This design comes from an exercise in tuning for small area, a short achievable clock period and few clock cycles on the open sky130 flow, not from production work.

==> inputs of trial 35 <==
==> flow/design.v <==
module sdiv_op #(parameter INPUTS = 2,
		parameter OUTPUTS = 1,
		parameter DATA_IN_SIZE = 32,
		parameter DATA_OUT_SIZE = 32)
		(
		input clk,
		input rst,
		input [INPUTS * (DATA_IN_SIZE)- 1 : 0]data_in_bus,
		input [INPUTS - 1 : 0]valid_in_bus,
		output [INPUTS - 1 : 0] ready_in_bus,
		output [OUTPUTS * (DATA_OUT_SIZE) - 1 : 0]data_out_bus,
		output [OUTPUTS - 1 : 0]valid_out_bus,
		input [OUTPUTS - 1 : 0] ready_out_bus
);
	localparam S_ACC = 2'd0, S_PRE = 2'd1, S_SHF = 2'd2, S_DIV = 2'd3;
	reg [1:0]  state;
	reg        rdy;       
	reg [1:0]  rin;       
	reg [1:0]  got;       
	reg        ov;        
	reg [31:0] r;         
	reg [31:0] d;         
	reg [31:0] q;         
	reg [4:0]  cnt;       
	reg        sa, sb;    
	function [4:0] msb;
		input [31:0] x;
		reg [15:0] v1; reg [15:0] p1;
		reg [7:0]  v2; reg [15:0] p2;
		reg [3:0]  v3; reg [11:0] p3;
		reg [1:0]  v4; reg [7:0]  p4;
		integer i;
		begin
			for (i = 0; i < 16; i = i + 1) begin
				v1[i] = x[2*i+1] | x[2*i];
				p1[i] = x[2*i+1];
			end
			for (i = 0; i < 8; i = i + 1) begin
				v2[i] = v1[2*i+1] | v1[2*i];
				p2[2*i +: 2] = v1[2*i+1] ? {1'b1, p1[2*i+1]} : {1'b0, p1[2*i]};
			end
			for (i = 0; i < 4; i = i + 1) begin
				v3[i] = v2[2*i+1] | v2[2*i];
				p3[3*i +: 3] = v2[2*i+1] ? {1'b1, p2[2*(2*i+1) +: 2]} : {1'b0, p2[2*(2*i) +: 2]};
			end
			for (i = 0; i < 2; i = i + 1) begin
				v4[i] = v3[2*i+1] | v3[2*i];
				p4[4*i +: 4] = v3[2*i+1] ? {1'b1, p3[3*(2*i+1) +: 3]} : {1'b0, p3[3*(2*i) +: 3]};
			end
			msb = v4[1] ? {1'b1, p4[7:4]} : {1'b0, p4[3:0]};
		end
	endfunction
	wire [1:0] rdy2 = {2{rdy}} & ~got;    
	assign ready_in_bus = rin;
	wire [1:0] fire = valid_in_bus & rdy2;
	wire [1:0] got_n = got | fire;
	wire qfree = ~ov | ready_out_bus[0];
	wire sq = sa ^ sb;
	wire [31:0] ain = data_in_bus[31:0];
	wire [31:0] bin = data_in_bus[63:32];
	wire [31:0] aabs;
	sdiv_abs u_abs (.a(ain), .y(aabs));
	wire [31:0] diff;
	wire qb;
	sdiv_sub u_sub (.r(r), .d(d), .cin(~sb), .diff(diff), .ge(qb));
	wire take = rdy & (&got_n);
	assign valid_out_bus = ov;
	assign data_out_bus = q;
	reg [1:0] state_n;
	reg       rdy_n, ov_n;
	reg [1:0] got_nx;
	always @* begin
		state_n = state;
		rdy_n = rdy;
		ov_n = ov & ~ready_out_bus[0];
		got_nx = got;
		if (rdy) got_nx = take ? 2'b00 : got_n;
		case (state)
			S_ACC: if (take) begin
				state_n = S_PRE;
				rdy_n = 1'b0;
			end
			S_PRE: if (qfree) begin
				if (~qb) begin
					ov_n = 1'b1;
					state_n = S_ACC;
					rdy_n = 1'b1;
				end else
					state_n = S_SHF;
			end
			S_SHF: begin
				state_n = S_DIV;
				rdy_n = (cnt == 5'd0);
			end
			default: begin
				rdy_n = (cnt == 5'd1);
				if (cnt == 5'd0) begin
					ov_n = 1'b1;
					if (take) state_n = S_PRE;
					else begin
						state_n = S_ACC;
						rdy_n = 1'b1;
					end
				end
			end
		endcase
	end
	always @(posedge clk, posedge rst)
		if (rst) begin
			state <= S_ACC;
			rdy <= 1'b1;
			rin <= 2'b11;
			got <= 2'b00;
			ov <= 1'b0;
		end else begin
			state <= state_n;
			rdy <= rdy_n;
			rin <= {2{rdy_n}} & ~got_nx;
			got <= got_nx;
			ov <= ov_n;
		end
	wire [4:0] cnt_n = msb(r) - msb(d);
	always @(posedge clk) begin
		case (state)
			S_PRE: if (qfree) begin
				cnt <= cnt_n;
				q <= {32{sq & qb}};
				if (sq) r <= diff;
			end
			S_SHF: d <= (d << cnt) | ({32{sb}} >> (6'd32 - {1'b0, cnt}));
			S_DIV: begin
				if (qb) r <= diff;
				q <= {q[30:0], qb ^ sq};
				d <= d >> 1;
				cnt <= cnt - 5'd1;
			end
			default: ;
		endcase
		if (rdy2[0]) begin
			r <= aabs;
			sa <= ain[31];
		end
		if (rdy2[1]) begin
			d <= bin ^ {32{bin[31]}};
			sb <= bin[31];
		end
	end
endmodule
module sdiv_sub (
	input  [31:0] r,
	input  [31:0] d,
	input         cin,
	output [31:0] diff,
	output        ge
);
	reg [31:0] kg, kp, kgn, kpn;
	reg [32:0] cy;
	integer i, s;
	always @* begin
		kg = r & ~d;
		kp = r | ~d;
		for (s = 1; s < 32; s = s * 2) begin
			kgn = kg; kpn = kp;
			for (i = s; i < 32; i = i + 1) begin
				kgn[i] = kg[i] | (kp[i] & kg[i-s]);
				kpn[i] = kp[i] & kp[i-s];
			end
			kg = kgn; kp = kpn;
		end
		cy[0] = cin;
		for (i = 0; i < 32; i = i + 1) cy[i+1] = kg[i] | (kp[i] & cin);
	end
	assign diff = r ^ ~d ^ cy[31:0];
	assign ge = cy[32];
endmodule
module sdiv_abs (
	input  [31:0] a,
	output [31:0] y
);
	reg [31:0] po, pon;
	integer m, t;
	always @* begin
		po = {a[30:0], 1'b0};
		for (t = 1; t < 32; t = t * 2) begin
			pon = po;
			for (m = t; m < 32; m = m + 1) pon[m] = po[m] | po[m-t];
			po = pon;
		end
	end
	assign y = a ^ ({32{a[31]}} & po);
endmodule
==> flow/run.sh <==
#!/bin/bash
# synth_recipe.tcl (not shown) runs the flow's synth.tcl, then flattens the netlist and writes it again
# the make line also repeats each setting of config.mk as NAME=value (left out here)
make -C /OpenROAD-flow-scripts/flow DESIGN_CONFIG=/design/flow/config.mk WORK_HOME=/design/flow/orfs CLKGATE_MAP_FILE= SYNTH_SCRIPT=/design/flow/synth_recipe.tcl finish
==> flow/config.mk <==
export PLATFORM = sky130hd
export DESIGN_NAME = sdiv_op
export DESIGN_NICKNAME = sdiv_op
export VERILOG_FILES = /design/flow/design.v
export SDC_FILE = /design/flow/constraint.sdc
export NUM_CORES = 4
export LEC_CHECK = 0
export CAP_MARGIN = 20
export CORE_MARGIN = 2
export CORE_UTILIZATION = 45
export PLACE_DENSITY = 0.6
export SETUP_SLACK_MARGIN = 2.4
export SLEW_MARGIN = 20
export SYNTH_HIERARCHICAL = 1
==> flow/constraint.sdc <==
create_clock -name core_clock -period 5.0 [get_ports {clk}]
set_input_delay 1.0000 -clock core_clock [delete_from_list [all_inputs] [get_ports {clk}]]
set_output_delay 1.0000 -clock core_clock [all_outputs]
set_load 0.01 [all_outputs]
==> inputs of build 58, as changes to trial 35 <==
==> flow/design.v, changed modules only <==
module sdiv_op #(parameter INPUTS = 2,
		parameter OUTPUTS = 1,
		parameter DATA_IN_SIZE = 32,
		parameter DATA_OUT_SIZE = 32)
		(
		input clk,
		input rst,
		input [INPUTS * (DATA_IN_SIZE)- 1 : 0]data_in_bus,
		input [INPUTS - 1 : 0]valid_in_bus,
		output [INPUTS - 1 : 0] ready_in_bus,
		output [OUTPUTS * (DATA_OUT_SIZE) - 1 : 0]data_out_bus,
		output [OUTPUTS - 1 : 0]valid_out_bus,
		input [OUTPUTS - 1 : 0] ready_out_bus
);
	localparam S_ACC = 2'd0, S_PRE = 2'd1, S_SHF = 2'd2, S_DIV = 2'd3;
	reg [1:0]  state;
	reg        neg;       
	reg [1:0]  got;       
	reg        ov;        
	reg [31:0] r;         
	reg [31:0] d;         
	reg [31:0] q;         
	reg [4:0]  cnt;
	reg        sa, sb;    
	function [4:0] msb;
		input [31:0] x;
		reg [15:0] v1; reg [15:0] p1;
		reg [7:0]  v2; reg [15:0] p2;
		reg [3:0]  v3; reg [11:0] p3;
		reg [1:0]  v4; reg [7:0]  p4;
		integer i;
		begin
			for (i = 0; i < 16; i = i + 1) begin
				v1[i] = x[2*i+1] | x[2*i];
				p1[i] = x[2*i+1];
			end
			for (i = 0; i < 8; i = i + 1) begin
				v2[i] = v1[2*i+1] | v1[2*i];
				p2[2*i +: 2] = v1[2*i+1] ? {1'b1, p1[2*i+1]} : {1'b0, p1[2*i]};
			end
			for (i = 0; i < 4; i = i + 1) begin
				v3[i] = v2[2*i+1] | v2[2*i];
				p3[3*i +: 3] = v2[2*i+1] ? {1'b1, p2[2*(2*i+1) +: 2]} : {1'b0, p2[2*(2*i) +: 2]};
			end
			for (i = 0; i < 2; i = i + 1) begin
				v4[i] = v3[2*i+1] | v3[2*i];
				p4[4*i +: 4] = v3[2*i+1] ? {1'b1, p3[3*(2*i+1) +: 3]} : {1'b0, p3[3*(2*i) +: 3]};
			end
			msb = v4[1] ? {1'b1, p4[7:4]} : {1'b0, p4[3:0]};
		end
	endfunction
	wire acc = (state == S_ACC);
	assign ready_in_bus = {2{acc}} & ~got;
	wire [1:0] fire = valid_in_bus & ready_in_bus;
	wire [1:0] got_n = got | fire;
	wire qfree = ~ov | ready_out_bus[0];
	wire [31:0] ain = data_in_bus[31:0];
	wire [31:0] bin = data_in_bus[63:32];
	reg [31:0] kg, kp, kgn, kpn;
	reg [32:0] cy;
	integer i, s;
	always @* begin
		kg = r & ~d;
		kp = r | ~d;
		for (s = 1; s < 32; s = s * 2) begin
			kgn = kg; kpn = kp;
			for (i = s; i < 32; i = i + 1) begin
				kgn[i] = kg[i] | (kp[i] & kg[i-s]);
				kpn[i] = kp[i] & kp[i-s];
			end
			kg = kgn; kp = kpn;
		end
		cy[0] = 1'b1;
		for (i = 0; i < 32; i = i + 1) cy[i+1] = kg[i] | kp[i];
	end
	wire [31:0] hx = (r | ~d) & ~(r & ~d);
	wire [31:0] diff = hx ^ cy[31:0];
	wire qb = cy[32];
	assign valid_out_bus = ov;
	assign data_out_bus = q;
	always @(posedge clk, posedge rst)
		if (rst) begin
			state <= S_ACC;
			neg <= 1'b0;
			got <= 2'b00;
			ov <= 1'b0;
		end else begin
			if (ov & ready_out_bus[0]) ov <= 1'b0;
			case (state)
				S_ACC: begin
					neg <= 1'b0;
					if (neg) ov <= 1'b1;
					if (&got_n) begin
						got <= 2'b00;
						state <= S_PRE;
					end else
						got <= got_n;
				end
				S_PRE: if (qfree) begin
					if (~qb) begin
						ov <= 1'b1;
						state <= S_ACC;
					end else
						state <= S_SHF;
				end
				S_SHF: state <= S_DIV;
				default: if (cnt == 5'd0) begin
					neg <= 1'b1;
					state <= S_ACC;
				end
			endcase
		end
	always @(posedge clk) begin
		case (state)
			S_ACC: begin
				if (ready_in_bus[0]) r <= ain[31] ? -ain : ain;
				if (ready_in_bus[1]) d <= bin[31] ? -bin : bin;
				if (ready_in_bus[0]) sa <= ain[31];
				if (ready_in_bus[1]) sb <= bin[31];
				if (neg & (sa ^ sb)) q <= -q;
			end
			S_PRE: if (qfree) begin
				cnt <= msb(r) - msb(d);
				q <= 32'd0;
			end
			S_SHF: d <= d << cnt;
			default: begin
				if (qb) r <= diff;
				q <= {q[30:0], qb};
				d <= d >> 1;
				cnt <= cnt - 5'd1;
			end
		endcase
	end
endmodule
// module sdiv_sub removed
// module sdiv_abs removed
- SETUP_SLACK_MARGIN: 2.4 -> 2.5
- SYNTH_HIERARCHICAL: 1 -> not set
==> tab_implementation.tex <==
\begin{tabular}{lr}
\hline
Metric & Value \\
\hline
\multicolumn{2}{l}{\textbf{Outcome}} \\
\quad Outcome & finished clean \\
\multicolumn{2}{l}{\textbf{Yosys}} \\
\quad Fraction of synthesized cell area in xor and xnor cells & 7.60\% \\
\multicolumn{2}{l}{\textbf{GRT}} \\
\quad Number of global-route vias before repair & 10,301 \\
\multicolumn{2}{l}{\textbf{Final layout}} \\
\quad Multi-input gate share of total cell area & 55.4\% \\
\multicolumn{2}{l}{\textbf{Clock tree}} \\
\quad Post-CTS resize count & 199 \\
\multicolumn{2}{l}{\textbf{Detailed routing}} \\
\quad Mean routed wirelength per cell & 22.7 µm \\
\multicolumn{2}{l}{\textbf{Floorplan}} \\
\quad Die width & $\sim$160 µm \\
\hline
\end{tabular}
# the run above: trial 35

==> tab_implementation.tex <==
\begin{tabular}{lr}
\hline
Metric & Value \\
\hline
\multicolumn{2}{l}{\textbf{Outcome}} \\
\quad Outcome & finished clean \\
\multicolumn{2}{l}{\textbf{Yosys}} \\
\quad Sequential share of the synthesized area & between 20\% and 30\% \\
\quad Synthesized instance count & approximately 1,300 \\
\multicolumn{2}{l}{\textbf{Final layout}} \\
\quad Multi-input gate share of total cell area & 55.1\% \\
\multicolumn{2}{l}{\textbf{Job}} \\
\quad Number of maximum-capacitance violations & 0 \\
\multicolumn{2}{l}{\textbf{GRT}} \\
\quad Number of global-route vias before repair & $\sim$11,000 \\
\multicolumn{2}{l}{\textbf{Detailed routing}} \\
\quad Mean routed wirelength per cell & 20.3 µm \\
\multicolumn{2}{l}{\textbf{Clock tree}} \\
\quad Post-CTS resize count & 219 \\
\hline
\end{tabular}
# the run above: build 58

No functional check of the RTL was part of any run of this note.

==> separate check: timing with driven ports <==
Ports are ideal in the flow. The routed layouts listed here were re-timed in OpenROAD. Step 1 sets driving cells, clkbuf_16 on the clock port and buf_2 on the other inputs (assumed; they add their load-dependent delay and slew). Step 2 moves the port delays by t, midway between the first and last clock arrival at a register: inputs arrive t later, outputs are due t later. That takes back most of the time a late clock gives input paths. Three values: no drivers, after step 1, after step 2; two values: the first two.
| run | t, ns | setup slack, ns | worst setup path after step 2 | latest minus earliest clock arrival (ns) | worst slew at a driven data input, ns |
|---|---|---|---|---|---|
| trial 35 | 0.418 | 1.771 / 1.771 / 1.771 | register to register | 0.014 / 0.013 | 0.05 |
| build 58 | 0.415 | 1.767 / 1.784 / 1.369 | input to register | 0.020 / 0.021 | 0.05 |
After both steps every run listed still meets setup and hold. For build 58, which loses most, drivers alone change the setup slack by +0.017 ns; drivers and shift together by -0.398 ns.
